This design comes from an exercise in tuning for small area on the open sky130 flow, not from production work. In this exercise RTL edits were held to simulation tests only and were not proved equivalent to the original. Power is estimated from default activity; no workload was simulated.

<file path="design.v">
module sync_debounce #(
	parameter COUNTER_WIDTH = 15
) (
	input  logic clk, 
	input  logic d, 
	output logic q
);
	logic ff1, ff2;
	logic [COUNTER_WIDTH : 0] counter;
	always_ff @(posedge clk) begin
		ff1 <= d;  
		ff2 <= ff1;  
		if (~(ff1 ^ ff2)) begin  
		  if (~counter[COUNTER_WIDTH]) begin
		      counter <= counter + 1'b1;  
		  end else begin
		      q <= ff2;  
		  end
	    end else begin
	       counter <= '0;  
	    end
	end
endmodule
module load_reg #(
    parameter WIDTH = 8
)(
    input logic clk,
    input logic reset,
    input logic [WIDTH-1:0] data_in,
    input logic ld,
    output logic [WIDTH-1:0] data
);
    always_ff @ (posedge clk)
    begin
        if(reset == 1'b1)
        begin
            data <= {WIDTH{1'b0}};
        end
        else if(ld == 1'b1)
        begin
            data <= data_in;
        end
    end
endmodule
module sequence_checker(
    input logic [7:0] generated,
    input logic [7:0] input_sequence,
    output logic correct
);
assign correct = (input_sequence == generated);
endmodule
module sequence_generator(
    input logic [2:0] index,
    output logic [7:0] seq_out
);
logic [7:0] sequences[0:7];
assign sequences[0] = 8'b11110111;
assign sequences[1] = 8'b00000001;
assign sequences[2] = 8'b10010101;
assign sequences[3] = 8'b01010101;
assign sequences[4] = 8'b10101011;
assign sequences[5] = 8'b10111000;
assign sequences[6] = 8'b10111011;
assign sequences[7] = 8'b10111110;
assign seq_out = sequences[index];
endmodule
module HexDriver (
    input   logic           clk,
    input   logic           reset,
    input   logic   [15:0]  in,  
    output  logic   [7:0]   hex_seg,
    output  logic   [3:0]   hex_grid
);
    logic [7:0] hex [4];
    genvar i;
    generate
        for(i = 0; i < 4; i++) begin
            nibble_to_hex nibble_to_hex_(
                .nibble(in[4*(3-i) +: 4]),  
                .hex(hex[i])
            );
        end
    endgenerate
    logic [16:0] counter;
    always_ff @( posedge clk ) begin
        if (reset) begin
            counter <= '0;
        end else begin
            counter <= counter + 1;
        end
    end
    always_comb begin
        if (reset) begin
            hex_grid = '1;
            hex_seg = '1;
        end else begin
            case (counter [16:15])
            2'b00: begin
                hex_seg = ~hex[0];
                hex_grid = 4'b1110;
            end
            2'b01: begin
                hex_seg = ~hex[1];
                hex_grid = 4'b1101;
            end
            2'b10: begin
                hex_seg = ~hex[2];
                hex_grid = 4'b1011;
            end
            2'b11: begin
                hex_seg = ~hex[3];
                hex_grid = 4'b0111;
            end
            endcase
        end
    end
endmodule
module nibble_to_hex(
    input   logic   [3:0]   nibble,
    output  logic   [7:0]   hex
);
    always_comb begin
    case(nibble)
        4'b0000 : hex = 8'b00111111;  
        4'b0001 : hex = 8'b00000110;  
        4'b0010 : hex = 8'b01011011;  
        4'b0011 : hex = 8'b01001111;  
        4'b0100 : hex = 8'b01100110;  
        4'b0101 : hex = 8'b01101101;  
        4'b0110 : hex = 8'b01111101;  
        4'b0111 : hex = 8'b00000111;  
        4'b1000 : hex = 8'b01111111;  
        4'b1001 : hex = 8'b01101111;  
        4'b1010 : hex = 8'b01110111;  
        4'b1011 : hex = 8'b01111100;  
        4'b1100 : hex = 8'b00111001;  
        4'b1101 : hex = 8'b01011110;  
        4'b1110 : hex = 8'b01111001;  
        4'b1111 : hex = 8'b01110001;  
    endcase
    end
endmodule
module control_with_uart (
    input logic clk,
    input logic reset,
    input logic enter,
    input logic sequence_check,
    input logic [1:0] mistakes,
    output logic score_ld,
    output logic mistakes_ld,
    output logic sequence_ld,
    output logic [4:0] state_out,
    input logic uart_mode_enable,        
    input logic uart_rx_valid,           
    input logic [7:0] uart_rx_byte,      
    output logic uart_rx_ack,            
    output logic uart_tx_send,           
    output logic [7:0] uart_tx_byte,     
    input logic uart_tx_ready            
);
    logic enter_prev;
    logic enter_edge;
    enum logic [4:0] {
		halted = 5'h0,
        generate_sequence = 5'h1,
        pause = 5'h2,
        check_sequence = 5'h3,
        update_score = 5'h4,
        done = 5'h5
    } state, state_nxt;    
    assign state_out = state;
    always_ff @(posedge clk) begin
        if (reset)
            enter_prev <= 1'b0;
        else
            enter_prev <= enter;
    end
    assign enter_edge = enter & ~enter_prev;   
    logic uart_enter_received;      
    logic [7:0] uart_user_input;    
    logic sending_message;           
    logic [3:0] msg_char_index;      
    function automatic logic [7:0] prompt_msg(input logic [3:0] i);
        case (i)
            4'd0: prompt_msg = 8'h45;  
            4'd1: prompt_msg = 8'h6E;  
            4'd2: prompt_msg = 8'h74;  
            4'd3: prompt_msg = 8'h65;  
            4'd4: prompt_msg = 8'h72;  
            4'd5: prompt_msg = 8'h3A;  
            4'd6: prompt_msg = 8'h20;  
            4'd7: prompt_msg = 8'h0A;  
            default: prompt_msg = 8'h00;
        endcase
    endfunction
    function automatic logic [7:0] correct_msg(input logic [3:0] i);
        case (i)
            4'd0: correct_msg = 8'h4F;  
            4'd1: correct_msg = 8'h4B;  
            4'd2: correct_msg = 8'h21;  
            4'd3: correct_msg = 8'h0A;  
            default: correct_msg = 8'h00;
        endcase
    endfunction
    function automatic logic [7:0] wrong_msg(input logic [3:0] i);
        case (i)
            4'd0: wrong_msg = 8'h4E;  
            4'd1: wrong_msg = 8'h4F;  
            4'd2: wrong_msg = 8'h21;  
            4'd3: wrong_msg = 8'h0A;  
            default: wrong_msg = 8'h00;
        endcase
    endfunction
    always_ff @(posedge clk) begin
        if (reset) begin
            uart_enter_received <= 1'b0;
            uart_user_input <= 8'h00;
            uart_rx_ack <= 1'b0;
        end else begin
            uart_enter_received <= 1'b0;   
            uart_rx_ack <= 1'b0;
            if (uart_rx_valid && !uart_rx_ack) begin
                uart_rx_ack <= 1'b1;   
                if (uart_rx_byte == 8'h65 || uart_rx_byte == 8'h45) begin   
                    uart_enter_received <= 1'b1;
                end else begin
                    uart_user_input <= uart_rx_byte;   
                end
            end
        end
    end
    logic start_prompt_msg;
    logic start_correct_msg; 
    logic start_wrong_msg;
    typedef enum logic [1:0] {
        MSG_NONE = 2'b00,
        MSG_PROMPT = 2'b01,
        MSG_CORRECT = 2'b10,
        MSG_WRONG = 2'b11
    } msg_type_t;
    msg_type_t current_msg_type;
    always_ff @(posedge clk) begin
        if (reset) begin
            sending_message <= 1'b0;
            msg_char_index <= 4'd0;
            uart_tx_send <= 1'b0;
            uart_tx_byte <= 8'h00;
            current_msg_type <= MSG_NONE;
        end else begin
            uart_tx_send <= 1'b0;
            if (!sending_message) begin
                if (start_prompt_msg) begin
                    sending_message <= 1'b1;
                    msg_char_index <= 4'd0;
                    current_msg_type <= MSG_PROMPT;
                end else if (start_correct_msg) begin
                    sending_message <= 1'b1;
                    msg_char_index <= 4'd0;
                    current_msg_type <= MSG_CORRECT;
                end else if (start_wrong_msg) begin
                    sending_message <= 1'b1;
                    msg_char_index <= 4'd0;
                    current_msg_type <= MSG_WRONG;
                end
            end
            if (sending_message && uart_tx_ready && !uart_tx_send) begin
                case (current_msg_type)
                    MSG_PROMPT: begin
                        if (msg_char_index < 8) begin
                            uart_tx_byte <= prompt_msg(msg_char_index);
                            uart_tx_send <= 1'b1;
                            msg_char_index <= msg_char_index + 4'd1;
                        end else begin
                            sending_message <= 1'b0;
                            current_msg_type <= MSG_NONE;
                        end
                    end
                    MSG_CORRECT: begin
                        if (msg_char_index < 4 && correct_msg(msg_char_index) != 8'h00) begin
                            uart_tx_byte <= correct_msg(msg_char_index);
                            uart_tx_send <= 1'b1;
                            msg_char_index <= msg_char_index + 4'd1;
                        end else begin
                            sending_message <= 1'b0;
                            current_msg_type <= MSG_NONE;
                        end
                    end
                    MSG_WRONG: begin
                        if (msg_char_index < 4 && wrong_msg(msg_char_index) != 8'h00) begin
                            uart_tx_byte <= wrong_msg(msg_char_index);
                            uart_tx_send <= 1'b1;
                            msg_char_index <= msg_char_index + 4'd1;
                        end else begin
                            sending_message <= 1'b0;
                            current_msg_type <= MSG_NONE;
                        end
                    end
                    default: begin
                        sending_message <= 1'b0;
                        current_msg_type <= MSG_NONE;
                    end
                endcase
            end
        end
    end
    always_comb
    begin
        score_ld = 1'b0;
        mistakes_ld = 1'b0;
        sequence_ld = 1'b0;
        case (state)
            halted: ;
            generate_sequence:
                sequence_ld = 1'b1;
            pause:;
            check_sequence: ;
            update_score: 
                if(sequence_check == 1'b1)
                    score_ld = 1'b1;
                else
                    mistakes_ld = 1'b1;
       endcase
    end
    always_ff @ (posedge clk)  
	begin
		if (reset) 
			state <= halted;
		else 
			state <= state_nxt;
	end
    always_comb  
    begin
        if (reset)
            state_nxt = halted;
        state_nxt = state;
        start_prompt_msg = 1'b0;
        start_correct_msg = 1'b0;
        start_wrong_msg = 1'b0;
        case(state)
            halted: 
                state_nxt = generate_sequence;
            generate_sequence: begin
                state_nxt = pause;
                if (uart_mode_enable && uart_tx_ready && !sending_message) begin
                    start_prompt_msg = 1'b1;
                end
            end
            pause: begin
                if (uart_mode_enable) begin
                    if (uart_enter_received) begin
                        state_nxt = check_sequence;
                    end else begin
                        state_nxt = pause;
                    end
                end else begin
                    if (enter_edge) begin
                        state_nxt = check_sequence;
                    end else begin
                        state_nxt = pause;
                    end
                end
            end
            check_sequence:
                state_nxt = update_score;
            update_score: begin
                if (uart_mode_enable && uart_tx_ready && !sending_message) begin
                    if (sequence_check)
                        start_correct_msg = 1'b1;
                    else
                        start_wrong_msg = 1'b1;
                end
                if(mistakes == 2'h3)
                    state_nxt = done;
                else
                    state_nxt = generate_sequence;
            end
            done: begin
                if (uart_mode_enable) begin
                    if (uart_rx_valid && (uart_rx_byte == 8'h72 || uart_rx_byte == 8'h52))  
                        state_nxt = halted;
                    else
                        state_nxt = done;
                end else begin
                    if (enter_edge)
                        state_nxt = halted;
                    else
                        state_nxt = done;
                end
            end
            default: ;
        endcase
    end
endmodule
module sequence_game_top(
    input logic clk,
    input logic reset,
    input logic enter,
    input logic [15:0] sw,   
    input  logic UART_rxd,   
    output logic UART_txd,   
    output logic [7:0] hex_segA,
    output logic [3:0] hex_gridA,
    output logic [7:0] hex_segB,
    output logic [3:0] hex_gridB,
    output logic [15:0] led
);
    parameter CLK_FREQ = 100_000_000;   
    parameter BAUD = 115_200;           
    localparam CLKS_PER_BIT = CLK_FREQ / BAUD;
    localparam HALF_BIT_CLKS = CLKS_PER_BIT / 2;
    logic [7:0] uart_rx_byte;
    logic uart_rx_valid;
    logic uart_rx_ack;
    logic [7:0] uart_tx_byte;
    logic uart_tx_send;
    logic uart_tx_ready;
    logic [7:0] computer_sequence;
    logic sequence_check;
    logic [4:0] state;
    logic reset_db;
    logic enter_db;
    logic [7:0] user_sequence_db;
    logic [7:0] score;
    logic [7:0] score_next;
    logic score_ld;
    assign score_next = score + 8'b1;
    logic [1:0] mistakes;
    logic [1:0] mistakes_next;
    logic mistakes_ld;
    assign mistakes_next = mistakes + 2'b1;
    logic [2:0] index;
    logic [2:0] index_next;
    logic sequence_ld;
    assign index_next = index + 3'b1;
    assign led = {sw[15],7'b0,computer_sequence};
    logic uart_mode;
    assign uart_mode = sw[15];   
    typedef enum logic [2:0] {
        TX_IDLE,
        TX_START_BIT,
        TX_DATA_BITS,
        TX_STOP_BIT,
        TX_CLEANUP
    } tx_state_t;
    tx_state_t tx_state;
    logic [15:0] tx_clk_cnt;
    logic [2:0] tx_bit_idx;
    logic [7:0] tx_data_latch;
    assign uart_tx_ready = (tx_state == TX_IDLE);
    always_ff @(posedge clk) begin
        if (reset) begin
            tx_state <= TX_IDLE;
            tx_clk_cnt <= '0;
            tx_bit_idx <= 3'd0;
            tx_data_latch <= 8'h00;
        end else begin
            case (tx_state)
                TX_IDLE: begin
                    if (uart_tx_send) begin
                        tx_data_latch <= uart_tx_byte;
                        tx_state <= TX_START_BIT;
                        tx_clk_cnt <= CLKS_PER_BIT - 1;
                        tx_bit_idx <= 3'd0;
                    end
                end
                TX_START_BIT: begin
                    if (tx_clk_cnt == 0) begin
                        tx_state <= TX_DATA_BITS;
                        tx_clk_cnt <= CLKS_PER_BIT - 1;
                    end else begin
                        tx_clk_cnt <= tx_clk_cnt - 1;
                    end
                end
                TX_DATA_BITS: begin
                    if (tx_clk_cnt == 0) begin
                        if (tx_bit_idx == 7) begin
                            tx_state <= TX_STOP_BIT;
                            tx_clk_cnt <= CLKS_PER_BIT - 1;
                        end else begin
                            tx_bit_idx <= tx_bit_idx + 3'd1;
                            tx_clk_cnt <= CLKS_PER_BIT - 1;
                        end
                    end else begin
                        tx_clk_cnt <= tx_clk_cnt - 1;
                    end
                end
                TX_STOP_BIT: begin
                    if (tx_clk_cnt == 0) begin
                        tx_state <= TX_CLEANUP;
                    end else begin
                        tx_clk_cnt <= tx_clk_cnt - 1;
                    end
                end
                TX_CLEANUP: begin
                    tx_state <= TX_IDLE;
                end
            endcase
        end
    end
    always_comb begin
        case (tx_state)
            TX_START_BIT: UART_txd = 1'b0;
            TX_DATA_BITS: UART_txd = tx_data_latch[tx_bit_idx];
            default:      UART_txd = 1'b1;
        endcase
    end
    typedef enum logic [2:0] {
        RX_IDLE,
        RX_START_HALF,
        RX_SAMPLE_BITS,
        RX_STOP_BIT,
        RX_DONE
    } rx_state_t;
    rx_state_t rx_state;
    logic [15:0] rx_clk_cnt;
    logic [2:0] rx_bit_idx;
    logic [7:0] rx_shift_reg;
    always_ff @(posedge clk) begin
        if (reset) begin
            rx_state <= RX_IDLE;
            rx_clk_cnt <= '0;
            rx_bit_idx <= 3'd0;
            rx_shift_reg <= 8'h00;
            uart_rx_byte <= 8'h00;
            uart_rx_valid <= 1'b0;
        end else begin
            if (uart_rx_ack) begin
                uart_rx_valid <= 1'b0;
            end
            case (rx_state)
                RX_IDLE: begin
                    if (UART_rxd == 1'b0) begin
                        rx_state <= RX_START_HALF;
                        rx_clk_cnt <= HALF_BIT_CLKS;
                    end
                end
                RX_START_HALF: begin
                    if (rx_clk_cnt == 0) begin
                        rx_state <= RX_SAMPLE_BITS;
                        rx_clk_cnt <= CLKS_PER_BIT - 1;
                        rx_bit_idx <= 3'd0;
                    end else begin
                        rx_clk_cnt <= rx_clk_cnt - 1;
                    end
                end
                RX_SAMPLE_BITS: begin
                    if (rx_clk_cnt == 0) begin
                        rx_shift_reg <= {UART_rxd, rx_shift_reg[7:1]};
                        if (rx_bit_idx == 3'd7) begin
                            rx_state <= RX_STOP_BIT;
                            rx_clk_cnt <= CLKS_PER_BIT - 1;
                        end else begin
                            rx_bit_idx <= rx_bit_idx + 3'd1;
                            rx_clk_cnt <= CLKS_PER_BIT - 1;
                        end
                    end else begin
                        rx_clk_cnt <= rx_clk_cnt - 1;
                    end
                end
                RX_STOP_BIT: begin
                    if (rx_clk_cnt == 0) begin
                        rx_state <= RX_DONE;
                        uart_rx_byte <= rx_shift_reg;
                        uart_rx_valid <= 1'b1;
                    end else begin
                        rx_clk_cnt <= rx_clk_cnt - 1;
                    end
                end
                RX_DONE: begin
                    rx_state <= RX_IDLE;
                end
            endcase
        end
    end
    logic [7:0] uart_user_sequence;
    always_ff @(posedge clk) begin
        if (reset) begin
            uart_user_sequence <= 8'h00;
        end else begin
            if (uart_rx_valid && uart_mode) begin
                if (uart_rx_byte >= 8'h30 && uart_rx_byte <= 8'h37) begin
                    uart_user_sequence[uart_rx_byte[2:0]] <= ~uart_user_sequence[uart_rx_byte[2:0]];
                end
                else if (uart_rx_byte != 8'h65 && uart_rx_byte != 8'h45 &&   
                         uart_rx_byte != 8'h72 && uart_rx_byte != 8'h52) begin   
                    uart_user_sequence <= uart_rx_byte;
                end
            end
        end
    end
    sync_debounce reset_debounce(
        .clk(clk),
        .d(reset),
        .q(reset_db)
    );
    sync_debounce enter_debounce(
        .clk(clk),
        .d(enter),
        .q(enter_db)
    );
    generate
        genvar i;
        for (i = 0; i < 8; i++) begin : user_seq_debounce
            sync_debounce switch_debounce(
                .clk(clk),
                .d(sw[i]),
                .q(user_sequence_db[i])
            );
        end
    endgenerate
    logic [7:0] final_user_sequence;
    assign final_user_sequence = user_sequence_db;   
    control_with_uart control_unit(
        .clk(clk),
        .reset(reset_db),
        .enter(enter_db),
        .sequence_check(sequence_check),
        .mistakes(mistakes),
        .score_ld(score_ld),
        .mistakes_ld(mistakes_ld),
        .sequence_ld(sequence_ld),
        .state_out(state),
        .uart_mode_enable(uart_mode),
        .uart_rx_valid(uart_rx_valid),
        .uart_rx_byte(uart_rx_byte),
        .uart_rx_ack(uart_rx_ack),
        .uart_tx_send(uart_tx_send),
        .uart_tx_byte(uart_tx_byte),
        .uart_tx_ready(uart_tx_ready)
    );
    sequence_generator seq_gen(
        .index(index),
        .seq_out(computer_sequence)
    );
    sequence_checker check(
        .generated(computer_sequence),
        .input_sequence(final_user_sequence),
        .correct(sequence_check)
    );
    load_reg #(.WIDTH(8)) score_reg(
        .clk(clk),
        .reset(reset_db),
        .data_in(score_next),
        .ld(score_ld),
        .data(score)
    );
    load_reg #(.WIDTH(2)) mistakes_reg(
        .clk(clk),
        .reset(reset_db),
        .data_in(mistakes_next),
        .ld(mistakes_ld),
        .data(mistakes)
    );
    load_reg #(.WIDTH(3)) index_reg(
        .clk(clk),
        .reset(reset_db),
        .data_in(index_next),
        .ld(sequence_ld),
        .data(index)
    );
    HexDriver hexA(
        .clk(clk),
        .reset(reset_db),
        .in({4'h0, 4'h0, score[7:4], score[3:0]}),
        .hex_seg(hex_segA),
        .hex_grid(hex_gridA)
    );
    HexDriver hexB(
        .clk(clk),
        .reset(reset_db),
        .in({4'h0, 4'h0, 4'h0, state[3:0]}),
        .hex_seg(hex_segB),
        .hex_grid(hex_gridB)
    );
endmodule
</file>
<file path="run.sh">
#!/bin/bash
# synth_recipe.tcl (not shown) runs the flow's synth.tcl, then flattens the netlist and writes it again
# the make line also repeats each setting of config.mk as NAME=value (left out here)
make -C /OpenROAD-flow-scripts/flow DESIGN_CONFIG=/design/flow/config.mk WORK_HOME=/design/flow/orfs CLKGATE_MAP_FILE= SYNTH_SCRIPT=/design/flow/synth_recipe.tcl finish
</file>
<file path="config.mk">
export PLATFORM = sky130hd
export DESIGN_NAME = sequence_game_top
export DESIGN_NICKNAME = sequence_game_top
export VERILOG_FILES = /design/flow/design.v
export SDC_FILE = /design/flow/constraint.sdc
export NUM_CORES = 4
export LEC_CHECK = 0
export CAP_MARGIN = 20
export CORE_MARGIN = 2
export CORE_UTILIZATION = 40
export SLEW_MARGIN = 20
</file>
<file path="constraint.sdc">
create_clock -name core_clock -period 10.0 [get_ports {clk}]
set_input_delay 2.0000 -clock core_clock [delete_from_list [all_inputs] [get_ports {clk}]]
set_output_delay 2.0000 -clock core_clock [all_outputs]
set_load 0.01 [all_outputs]
</file>
==> impl_results.html <==
<table>
<tr><th>Metric</th><th>Value</th></tr>
<tr><th colspan="2">Floorplanning</th></tr>
<tr><td>Die Wd</td><td>about 200 µm</td></tr>
<tr><td>Full die area</td><td>41400 µm²</td></tr>
<tr><td>Initial Utilization</td><td>40.3%</td></tr>
<tr><td>Area inside the core boundary</td><td>39500 µm²</td></tr>
<tr><td>Number of placement rows</td><td>between 70 and 80</td></tr>
<tr><td>Number of top-level pins</td><td>between 60 and 70</td></tr>
<tr><td>Die boundary height</td><td>204 µm</td></tr>
<tr><th colspan="2">Synthesis</th></tr>
<tr><td>Gate count of the mapped netlist</td><td>1808</td></tr>
<tr><td>Count of unique library cells instantiated by Yosys</td><td>just over 70</td></tr>
<tr><td>Portion of the post-synthesis area used by sequential elements</td><td>about 45%</td></tr>
<tr><td>EDFF count, synth</td><td>10</td></tr>
<tr><td>Share of synthesized flip-flops with an asynchronous set or reset</td><td>0%</td></tr>
<tr><td>Flip-flop and latch count after synthesis</td><td>between 300 and 400</td></tr>
<tr><td>Average cell area after synthesis</td><td>just under 9 µm²</td></tr>
<tr><td>Fraction of post-synthesis cell area in the top cell type by area</td><td>43.1%</td></tr>
<tr><td>List of most frequent post-synthesis cells</td><td>dfxtp_1, nor2_1, nand2_1</td></tr>
<tr><td>Most instantiated flip-flop cell in the synthesis netlist</td><td>dfxtp_1</td></tr>
<tr><td>Post-synth top area cell</td><td>dfxtp_1</td></tr>
<tr><td>Number of warnings printed during yosys synthesis</td><td>11</td></tr>
<tr><td>Leading cell type by number of instances after synthesis</td><td>dfxtp_1</td></tr>
<tr><td>Largest cells by area after synthesis</td><td>dfxtp_1, xor2_1, nor2_1</td></tr>
<tr><td>Post-synth design cell area</td><td>15900 µm²</td></tr>
<tr><th colspan="2">Critical path</th></tr>
<tr><td>Logic depth of the worst register-to-register path</td><td>16</td></tr>
<tr><td>Required time reported for the critical path endpoint</td><td>about 8.0 ns</td></tr>
<tr><td>Crit Path Max Fanout</td><td>5</td></tr>
<tr><td>Combined buffer and inverter count along the critical path</td><td>2</td></tr>
<tr><td>Type of origin of the critical path</td><td>input pin</td></tr>
<tr><td>Worst path cell trace</td><td>clkdlybuf4s50_1, clkdlybuf4s50_1</td></tr>
<tr><td>Slowest Stage Delay on Critical Path</td><td>between 0.6 and 0.7 ns</td></tr>
<tr><td>Category of the critical setup timing path</td><td>in -&gt; out</td></tr>
<tr><td>Delay-heaviest family, CP</td><td>buffers and inverters</td></tr>
<tr><td>Arrival @ worst endpoint</td><td>around 3.2 ns</td></tr>
<tr><td>Cell type with the highest occurrence count on the critical path</td><td>clkdlybuf4s50_1</td></tr>
<tr><td>Slowest cell on the critical path</td><td>clkdlybuf4s50_1</td></tr>
<tr><td>Reg2Reg Setup Slack</td><td>5.48 ns</td></tr>
<tr><td>Worst reg2reg endpoint</td><td>hexA.hex[2][6]</td></tr>
<tr><td>Category of the worst setup path capture point</td><td>primary output</td></tr>
<tr><td>Launch instance of the worst register-to-register path</td><td>index_reg.data[2]</td></tr>
<tr><th colspan="2">Global routing</th></tr>
<tr><td>Remaining global-route overflow</td><td>0</td></tr>
<tr><td>Vias in the first global route</td><td>~11000</td></tr>
<tr><td>Wire length of the first global-routing pass</td><td>roughly 52000 µm</td></tr>
<tr><td>Number of antenna violations at the first check in global routing</td><td>0</td></tr>
<tr><td>Overall fraction of global-route tracks in use</td><td>roughly 15%</td></tr>
<tr><td>Maximum number of pins on one net before global-route repair</td><td>84</td></tr>
<tr><th colspan="2">Placement</th></tr>
<tr><td>Number of placed instances, taps included</td><td>~2300</td></tr>
<tr><td>Post-detailed-placement half-perimeter wirelength</td><td>approximately 20000 µm</td></tr>
<tr><td>Instance area at placement</td><td>16800 µm²</td></tr>
<tr><td>Routability Congestion</td><td>between 0.7 and 0.8</td></tr>
<tr><td>Count of input and output buffers</td><td>44</td></tr>
<tr><td>Worst-case setup slack after placement</td><td>around 4.8 ns</td></tr>
<tr><th colspan="2">Power</th></tr>
<tr><td>Pwr Total</td><td>~3 mW</td></tr>
<tr><td>Power density over cell area</td><td>about 170 nW/µm²</td></tr>
<tr><td>Peak supply drop</td><td>0.000122 V</td></tr>
<tr><td>LEAKAGE</td><td>about 6.8 nW</td></tr>
<tr><th colspan="2">Clock network</th></tr>
<tr><td>Clock tree from TritonCTS</td><td>done</td></tr>
<tr><td>Root Buffer Master</td><td>clkbuf_16</td></tr>
<tr><td>Source-to-sink clock delay at the later pin of the worst-skew pair</td><td>about 0.53 ns</td></tr>
<tr><td>Clock sink count</td><td>about 350</td></tr>
<tr><td>CTS Hold Buffers Added</td><td>0</td></tr>
<tr><td># resized after CTS</td><td>0</td></tr>
<tr><td>Number of buffers added by the clock tree synthesis step</td><td>39</td></tr>
<tr><td>CTS clk-pin slew, worst paths</td><td>0.05 ns</td></tr>
<tr><td>H-tree levels</td><td>2</td></tr>
<tr><td>Clock buffer depth</td><td>3</td></tr>
<tr><td>Number of buffers inserted to repair setup after CTS</td><td>0</td></tr>
<tr><th colspan="2">Detailed routing</th></tr>
<tr><td>Drt total wl</td><td>roughly 30000 µm</td></tr>
<tr><td>Per-cell via count in the routed design</td><td>roughly 5</td></tr>
<tr><td>Starting DRT DRC Count</td><td>between 500 and 600</td></tr>
<tr><td>Residual antenna-violating net count after detailed routing</td><td>0</td></tr>
<tr><td>Number of vias in the routed layout</td><td>about 12000</td></tr>
<tr><td>Average routed wire per standard cell</td><td>about 12 µm</td></tr>
<tr><td>Residual DRC</td><td>0</td></tr>
<tr><td>Number of detailed-route iterations in the first pass</td><td>4</td></tr>
<tr><th colspan="2">STA</th></tr>
<tr><td>Post-route worst setup slack</td><td>4.76 ns</td></tr>
<tr><td>Clock Skews</td><td>between 0.02 and 0.025 ns</td></tr>
<tr><td>Slew margin rel.</td><td>about two fifths</td></tr>
<tr><td>Final Hold Viols</td><td>0</td></tr>
<tr><td>Slew at the pin closest to its max-slew limit</td><td>slightly below 0.9 ns</td></tr>
<tr><td>Unrepaired setup endpoints after global routing</td><td>false</td></tr>
<tr><td>Fin Hold WS</td><td>0.382 ns</td></tr>
<tr><td>Number of failing setup endpoints in the final timing report</td><td>0</td></tr>
<tr><td>Share of the clock period used by the worst path</td><td>a little over half</td></tr>
<tr><td>Maximum clock frequency</td><td>~190 MHz</td></tr>
<tr><td>Max-slew violation total from the final report</td><td>0</td></tr>
<tr><td>Sum of negative setup slack</td><td>0 ns</td></tr>
<tr><td>Final critical-path required period</td><td>5.24 ns</td></tr>
<tr><th colspan="2">Cells and area</th></tr>
<tr><td>Count of inserted antenna diode cells</td><td>0</td></tr>
<tr><td>Non-filler instance count after layout</td><td>between 2000 and 2500</td></tr>
<tr><td>Layout overhead on the synthesized area</td><td>13.5%</td></tr>
<tr><td>Post-Layout Inst Area</td><td>about 18000 µm²</td></tr>
<tr><td>Total number of nets in the final design</td><td>1900</td></tr>
<tr><td>Filler cells</td><td>~3800</td></tr>
<tr><td>Layout Utilization</td><td>45.7%</td></tr>
<tr><td>Flip-flop count of the largest register after layout</td><td>128</td></tr>
<tr><td>Regs by FF count</td><td>user_seq_debounce.switch_debounce.counter x128, hexA.counter x17, hexB.counter x17</td></tr>
<tr><td>Top register by number of flip-flops</td><td>user_seq_debounce.switch_debounce.counter</td></tr>
<tr><td>Ratio of cells with drive above 1 in the final layout</td><td>under 10%</td></tr>
<tr><th colspan="2">Worst hold path</th></tr>
<tr><td>Destination of the worst hold path</td><td>user_seq_debounce[7].switch_debounce.ff2</td></tr>
<tr><td>Hold_sp</td><td>user_seq_debounce[7].switch_debounce.ff1</td></tr>
<tr><td>Hold Path Stages</td><td>0</td></tr>
<tr><td>Type of the worst min-delay path</td><td>reg -&gt; reg</td></tr>
<tr><th colspan="2">Job</th></tr>
<tr><td>Number of max-cap violations</td><td>0</td></tr>
<tr><th colspan="2">Run status</th></tr>
<tr><td>Status</td><td>complete, no violations</td></tr>
</table>
per-layer routing:
| layer | wire, µm | vias up | share of wire, % | GRT usage (%) |
|---|---|---|---|---|
| li1 | - | 6124 | - | - |
| met1 | 14200 | 5468 | 48 | 18.5 |
| met4 | 526 | 0 | 1.8 | 3.96 |
| met2 | 13900 | 112 | 47 | 25.0 |
| met3 | 1150 | 42 | 3.9 | 3.13 |
| met5 | 0 | - | 0 | 0 |
area by class of cell:
| type | instances | area, µm² | area share [%] |
|---|---|---|---|
| tap | 525 | 657 | 3.63 |
| clock inverter | 5 | 65.1 | 0.360 |
| timing repair buffer | 49 | 473 | 2.62 |
| inverter | 54 | 203 | 1.12 |
| multi-input combinational | 1327 | 8290 | 45.9 |
| sequential | 353 | 7170 | 39.7 |
| clock buffer | 65 | 1220 | 6.73 |
how the worst max path moves through the flow:
| stage | start | end | slack, ns | depth (start not counted) |
|---|---|---|---|---|
| final | sw[15] | led[15] | 4.76 | 2 |
| after detailed placement | sw[15] | led[15] | 4.78 | 2 |
| after global routing | reset_debounce.q | hex_segA[6] | 4.59 | 4 |
| after global placement | sw[15] | led[15] | 4.79 | 2 |
| after floorplan | sw[15] | led[15] | 5.88 | 1 |
| after CTS | reset_debounce.q | hex_segA[6] | 4.73 | 4 |
placed cells by master (no fill, tap or decap), drive strengths merged, types with 6 or more instances in the layout:
master           n
and4            12
nor3b            6
dfxtp          343
nand4           35
nor2           300
buf              6
o31a             7
edfxtp          10
ha              56
and3            38
nor3            37
conb             9
nand2b          22
nand3           84
mux2            10
nor4            11
nand2          146
nor2b           31
o21ai           40
clkbuf          65
or2             14
nand3b           6
xor2           139
inv             55
a31oi           13
a211oi          11
clkdlybuf4s50   43
or3             28
xnor2           55
and2            17
a21o             9
o21bai          10
a21oi           75
mux2i           41
where the power goes:
group	internal [mW]	leakage (nW)	switching [mW]
Sequential	1.45	2.87	0.0345
Clock	0.854	0.627	0.559
Combinational	0.0637	3.27	0.0905
cells by family (layout without fill, tap and decap cells):
logic type               Yosys count  after routing  synth area share (%)
buffers and inverters            135            173                  3.59
multiplexers                      52             52                  3.43
flip-flops                       353            353                  45.0
adder cells (fa/ha/maj)           56             56                  4.40
AO/OA/AOI/OAI                    209            209                  8.31
other                              2              9                0.0472
XOR/XNOR                         194            194                  10.7
AND/OR/NAND/NOR                  807            807                  24.6

-- static timing again, ports no longer ideal --
How much do the figures lean on ideal ports? The routed layout below was timed once more, with nothing changed but the port constraints. Step 1 (the two cells are an assumption about what drives the block):
set clk [get_ports {clk}]
set_driving_cell -lib_cell sky130_fd_sc_hd__clkbuf_16 $clk
set_driving_cell -lib_cell sky130_fd_sc_hd__buf_2 [delete_from_list [all_inputs] $clk]
Step 2 also shifts input and output timing later by t, the mid clock arrival at the registers, as if the neighbouring blocks saw the same clock. a / b / c = ideal ports / drivers / drivers and shift; a / b = the first two.
shift t [ns]: 0.573
setup WS [ns]: 4.761 / 4.737 / 4.737
slew at the worst register clock pin (ns): 0.06 / 0.06
cell pins on the clock port's net: 1
After both steps this run still meets setup and hold. The setup slack of this run moves by -0.024 ns with the drivers and by -0.024 ns with both steps.
